This is an optimization exercise on Yosys and OpenROAD, whose aim is small area, a short achievable clock period and few clock cycles per item, not a production implementation.
In this exercise RTL edits were held to simulation tests only and were not proved equivalent to the original.

## design.v

```verilog
`timescale 1ns/1ps
module linear_equation_solver_3x3 #(
    parameter DATA_WIDTH = 16,
    parameter MAX_ITER = 40,
    parameter FRAC_BITS = 8             
)(
    input wire clk,
    input wire rst,
    input wire start,
    input wire [DATA_WIDTH-1:0] a_data,
    input wire [3:0] a_addr,
    input wire a_wen,
    input wire [DATA_WIDTH-1:0] b_data,
    input wire [1:0] b_addr,
    input wire b_wen,
    output reg [DATA_WIDTH-1:0] x0, x1, x2,
    output reg done
);
    reg [DATA_WIDTH-1:0] A [0:8];
    reg [DATA_WIDTH-1:0] b [0:2];
    reg [DATA_WIDTH-1:0] x [0:2];
    reg [5:0] iter;  
    reg [1:0] state;
    localparam S_IDLE=0, S_UPDATE=1, S_OUTPUT=2;
    integer i, j;
    reg signed [2*DATA_WIDTH-1:0] prod;
    reg signed [2*DATA_WIDTH-1:0] sum;    
    reg signed [2*DATA_WIDTH-1:0] num;    
    reg signed [DATA_WIDTH-1:0] denom;    
    always @(posedge clk or posedge rst) begin
        if (rst) begin
            state <= S_IDLE;
            iter <= 0; done <= 0;
            x0 <= 0; x1 <= 0; x2 <= 0;
            x[0] <= 0; x[1] <= 0; x[2] <= 0;
        end else begin
            case (state)
                S_IDLE: begin
                    if (start) begin
                        done <= 0;
                        x[0] <= 0; x[1] <= 0; x[2] <= 0;
                        iter <= 0;
                        state <= S_UPDATE;
                    end
                end
                S_UPDATE: begin
                    for (i = 0; i < 3; i = i + 1) begin
                        sum = 0;
                        for (j = 0; j < 3; j = j + 1) begin
                            if (j != i) begin
                                prod = $signed(A[i*3 + j]) * $signed(x[j]);
                                sum = sum + (prod >>> FRAC_BITS);
                            end
                        end
                        num = $signed(b[i]) - sum;       
                        denom = $signed(A[i*3 + i]);     
                        if (denom != 0)
                            x[i] <= ($signed(num) * (1 << FRAC_BITS)) / $signed(denom);
                        else
                            x[i] <= 0;
                    end
                    iter <= iter + 1;
                    if (iter == MAX_ITER - 1)
                        state <= S_OUTPUT;
                end
                S_OUTPUT: begin
                    x0 <= x[0];
                    x1 <= x[1];
                    x2 <= x[2];
                    done <= 1;
                    state <= S_IDLE;
                end
                default: state <= S_IDLE;
            endcase
        end
    end
    always @(posedge clk) begin
        if (a_wen)
            A[a_addr] <= a_data;
        if (b_wen)
            b[b_addr] <= b_data;
    end
endmodule
```

## run.sh

```bash
#!/bin/bash
# synth_recipe.tcl (not shown) runs the flow's synth.tcl, then flattens the netlist and writes it again
# the make line also repeats each setting of config.mk as NAME=value (left out here)
make -C /OpenROAD-flow-scripts/flow DESIGN_CONFIG=/design/flow/config.mk WORK_HOME=/design/flow/orfs CLKGATE_MAP_FILE= SYNTH_SCRIPT=/design/flow/synth_recipe.tcl finish
```

## config.mk

```make
export PLATFORM = sky130hd
export DESIGN_NAME = linear_equation_solver_3x3
export DESIGN_NICKNAME = linear_equation_solver_3x3
export VERILOG_FILES = /design/flow/design.v
export SDC_FILE = /design/flow/constraint.sdc
export NUM_CORES = 4
export LEC_CHECK = 0
export CAP_MARGIN = 20
export CORE_MARGIN = 2
export CORE_UTILIZATION = 45
export PLACE_DENSITY = 0.6
export SETUP_SLACK_MARGIN = 5
export SLEW_MARGIN = 20
```

## constraint.sdc

```tcl
create_clock -name core_clock -period 110.0 [get_ports {clk}]
set_input_delay 22.0000 -clock core_clock [delete_from_list [all_inputs] [get_ports {clk}]]
set_output_delay 22.0000 -clock core_clock [all_outputs]
set_load 0.01 [all_outputs]
```

==> results.txt <==
cells in the mapped netlist, types with 265 or more instances:
master | instances | share of area (%)
xnor2_1 | 857 | 4.7
nand2_1 | 2100 | 5.0
nor3_1 | 571 | 1.8
a21o_1 | 608 | 2.9
and2_1 | 783 | 3.1
o21a_1 | 604 | 2.9
ha_1 | 2191 | 17
nand2b_1 | 279 | 1.1
fa_1 | 1575 | 20
nand3_1 | 265 | 0.84
xor2_1 | 436 | 2.4
a21oi_1 | 1251 | 3.9
o21ai_0 | 1017 | 3.2
mux2_2 | 350 | 2.5
inv_1 | 2382 | 5.6
nor2_1 | 1484 | 3.5
clkbuf_1 | 552 | 1.3
per-layer routing:
metal	vias up	GRT usage, %	part of all wire, %
met5	-	0	0.016
met4	12	11.75	4.1
met3	848	3.388	6.7
met2	4814	48.99	45
met1	70930	41.65	44
li1	70060	-	-
timing repair:
action	4_1_cts	5_1_grt
setup endpoints to repair	15	48
pin swaps	0	5
setup buffers	0	24
gates resized for setup	6	133
hold buffers	0	0
cloned	0	3
flip-flops by register name, summed over array words and instances (netlist names):
register and count:
x 48, x2 16, b 48, A 144, x0 16, done 1, iter 6, state 2
x1 16
cell type report:
type / instances / area (um2)
fill: 34980 / 180200
multi-input combinational: 17410 / 141800
inverter: 2385 / 8969
sequential: 297 / 8403
tap: 4599 / 5754
timing repair buffer: 413 / 3317
clock buffer: 49 / 1139
clock inverter: 29 / 287.8
antenna: 46 / 115.1
timing repair inverter: 2 / 10.01
final timing paths:
check	cells after the start	start	to	slack [ps]
max in group asynchronous	3	rst	x[0][1]$_DFFE_PP0P_	87150
max	411	x[2][13]$_DFFE_PP0P_	x[0][1]$_DFFE_PP0P_	11050
min in group asynchronous	2	rst	x[1][6]$_DFFE_PP0P_	21620
max reg2reg	411	x[2][13]$_DFFE_PP0P_	x[0][1]$_DFFE_PP0P_	11050
min	2	x[1][4]$_DFFE_PP0P_	x[1][4]$_DFFE_PP0P_	500
min reg2reg	2	x[1][4]$_DFFE_PP0P_	x[1][4]$_DFFE_PP0P_	500
worst max-delay path: cells and delay by family (launching register included):
| kind | cells | cell delay [ps] |
|---|---|---|
| buffers and inverters | 25 | 5150 |
| and+or+nand+nor | 88 | 18060 |
| muxes | 6 | 1910 |
| AOI/OAI and AO/OA | 246 | 56550 |
| xor gates and xnor gates | 4 | 1240 |
| DFF | 1 | 810 |
| adders and majority gates | 42 | 14610 |
kinds of logic after synthesis:
group,synth area share [%]
and+or+nand+nor,19.71
AOI/OAI and AO/OA,20.40
DFF,5.292
buffers and inverters,7.107
adders and majority gates,37.17
other,0.002365
xor gates and xnor gates,7.194
muxes,3.123
per-stage QoR:
step	utilization [%]	std cells	hold slack [ps]	instance area, um2
floorplan	-	20700	472.4	160100
global placement	47.86	25080	465.0	167500
detailed placement	47.88	25080	478.7	167600
CTS	48.28	25160	491.9	169000
global route	48.50	25190	516.0	169700
finish	48.52	25230	497.7	169800
==> results.py <==
metrics = {
    "run_status": {
        "status": "no timing/DRC/antenna violations",
    },
    "global_route": {
        "gr-total-overflow": 0,
        "antenna_found_initial": 37,
        "grtUsageTotal_pct": 30.41,
        "grt_max_degree": 50,
        "grt_pass1_wl_mm": 849.3,
        "grt_pass1_vias": 142900,
    },
    "timing": {
        "period_share_pct": 89.96,
        "fin_tns_setup_ps": 0,
        "finalSetupViolCount": 0,
        "period_needed_ps": 98950,
        "rsz0062_at_grt": "false",
        "finalHoldViolCount": 0,
        "worst_pin_slew_ps": 1243,
        "slew_violations": 0,
        "fmax_ghz": 0.01011,
        "slew_headroom_pct": 14.73,
        "setup_ws_ps": 11050,
        "fin_worst_skew_ps": 77.92,
    },
    "critical_path": {
        "critPathMaxFanout": 36,
        "critPathLaunchType": "flop",
        "end_kind": "flop",
        "crit_slowest_cell": "dfrtp_1",
        "cp.arrival_ps": 99410,
        "slowest_delay_ps": 810,
        "cp.required_ps": 110460,
        "crit_top_cell": "o21a_1",
        "critPathKind": "reg -> reg",
    },
    "cts": {
        "numCtsBuffers": 43,
        "clock_path_buffers": 3,
        "clock_latency_ps": 700,
        "clk_pin_slew_ps": 90,
        "clock-sinks": 297,
        "cts_root_buffer": "clkbuf_16",
        "htree_levels": 2,
        "cts_tree": "built",
    },
    "floorplan": {
        "initial_core_util_pct": 45.31,
        "pin_count": 92,
        "die_w_um": 597.7,
        "die_h_um": 597.7,
        "rows": 217,
        "core_area_um2": 350000,
        "die_area_um2": 357200,
    },
    "min_path": {
        "worstHoldPathType": "reg -> reg",
    },
    "synthesis": {
        "syn_area_per_cell_um2": 7.814,
        "synth_ff_type": "edfxtp_1",
        "synth_warnings": 2,
        "synth_async_sr_flop_share_pct": 35.35,
        "synthesis.area_um2": 158600,
        "synthCells": 20300,
        "synth-seq-cells": 297,
        "ys_seq_area_share_pct": 5.292,
        "ys_types": 115,
        "synth-edff-count": 192,
    },
    "place": {
        "gp_congestion": 0.9706,
        "place_ws_ps": 3781,
        "portBuffers": 91,
        "dp_hpwl_mm": 441.8,
    },
    "route": {
        "drt_iter0_markers": 11750,
        "finalWirelength_mm": 550.7,
        "antenna_left": 0,
        "vias": 146700,
        "firstDrtPassIters": 6,
        "drc": 0,
        "post_drt_wl_per_cell_um": 21.83,
        "via_per_inst": 5.813,
    },
    "finish": {
        "layout_commonest_cell": "inv_1",
        "final_cell_mix": "inv_1, ha_1, nand2_1",
        "drive_above_1_share_pct": 5.873,
        "layout.nets": 24360,
        "area_delta_synth_final_pct": 7.084,
    },
    "run": {
        "maxCapViolations": 0,
    },
}
Testbench counts, summed over its fixed seeds: cycles 61,200, solves 1,200.

==> separate check: timing with driven ports <==
The flow's constraints put no driver on any port. The routed layout listed below was extracted and timed again, unchanged, in two steps. Step 1: set_driving_cell puts a clkbuf_16 on clk and a buf_2 on each other input, an assumption about the parent block. Step 2, shift: input delay + t, output delay - t, t = (earliest + latest rising clock arrival at the registers) / 2. This alone moves slack from input paths to output paths. a / b / c = ideal / step 1 / step 2; a / b = the first two.
t, ns: 0.744
setup slack, ns: 11.046 / 11.046 / 11.046
worst setup path at the end: register to register
clock arrival spread, ns: 0.079 / 0.079
cell pins on the clock port's net: 1
After both steps setup and hold are still met in this run. For this run, drivers alone change the setup slack by 0.000 ns; drivers and shift together by 0.000 ns.
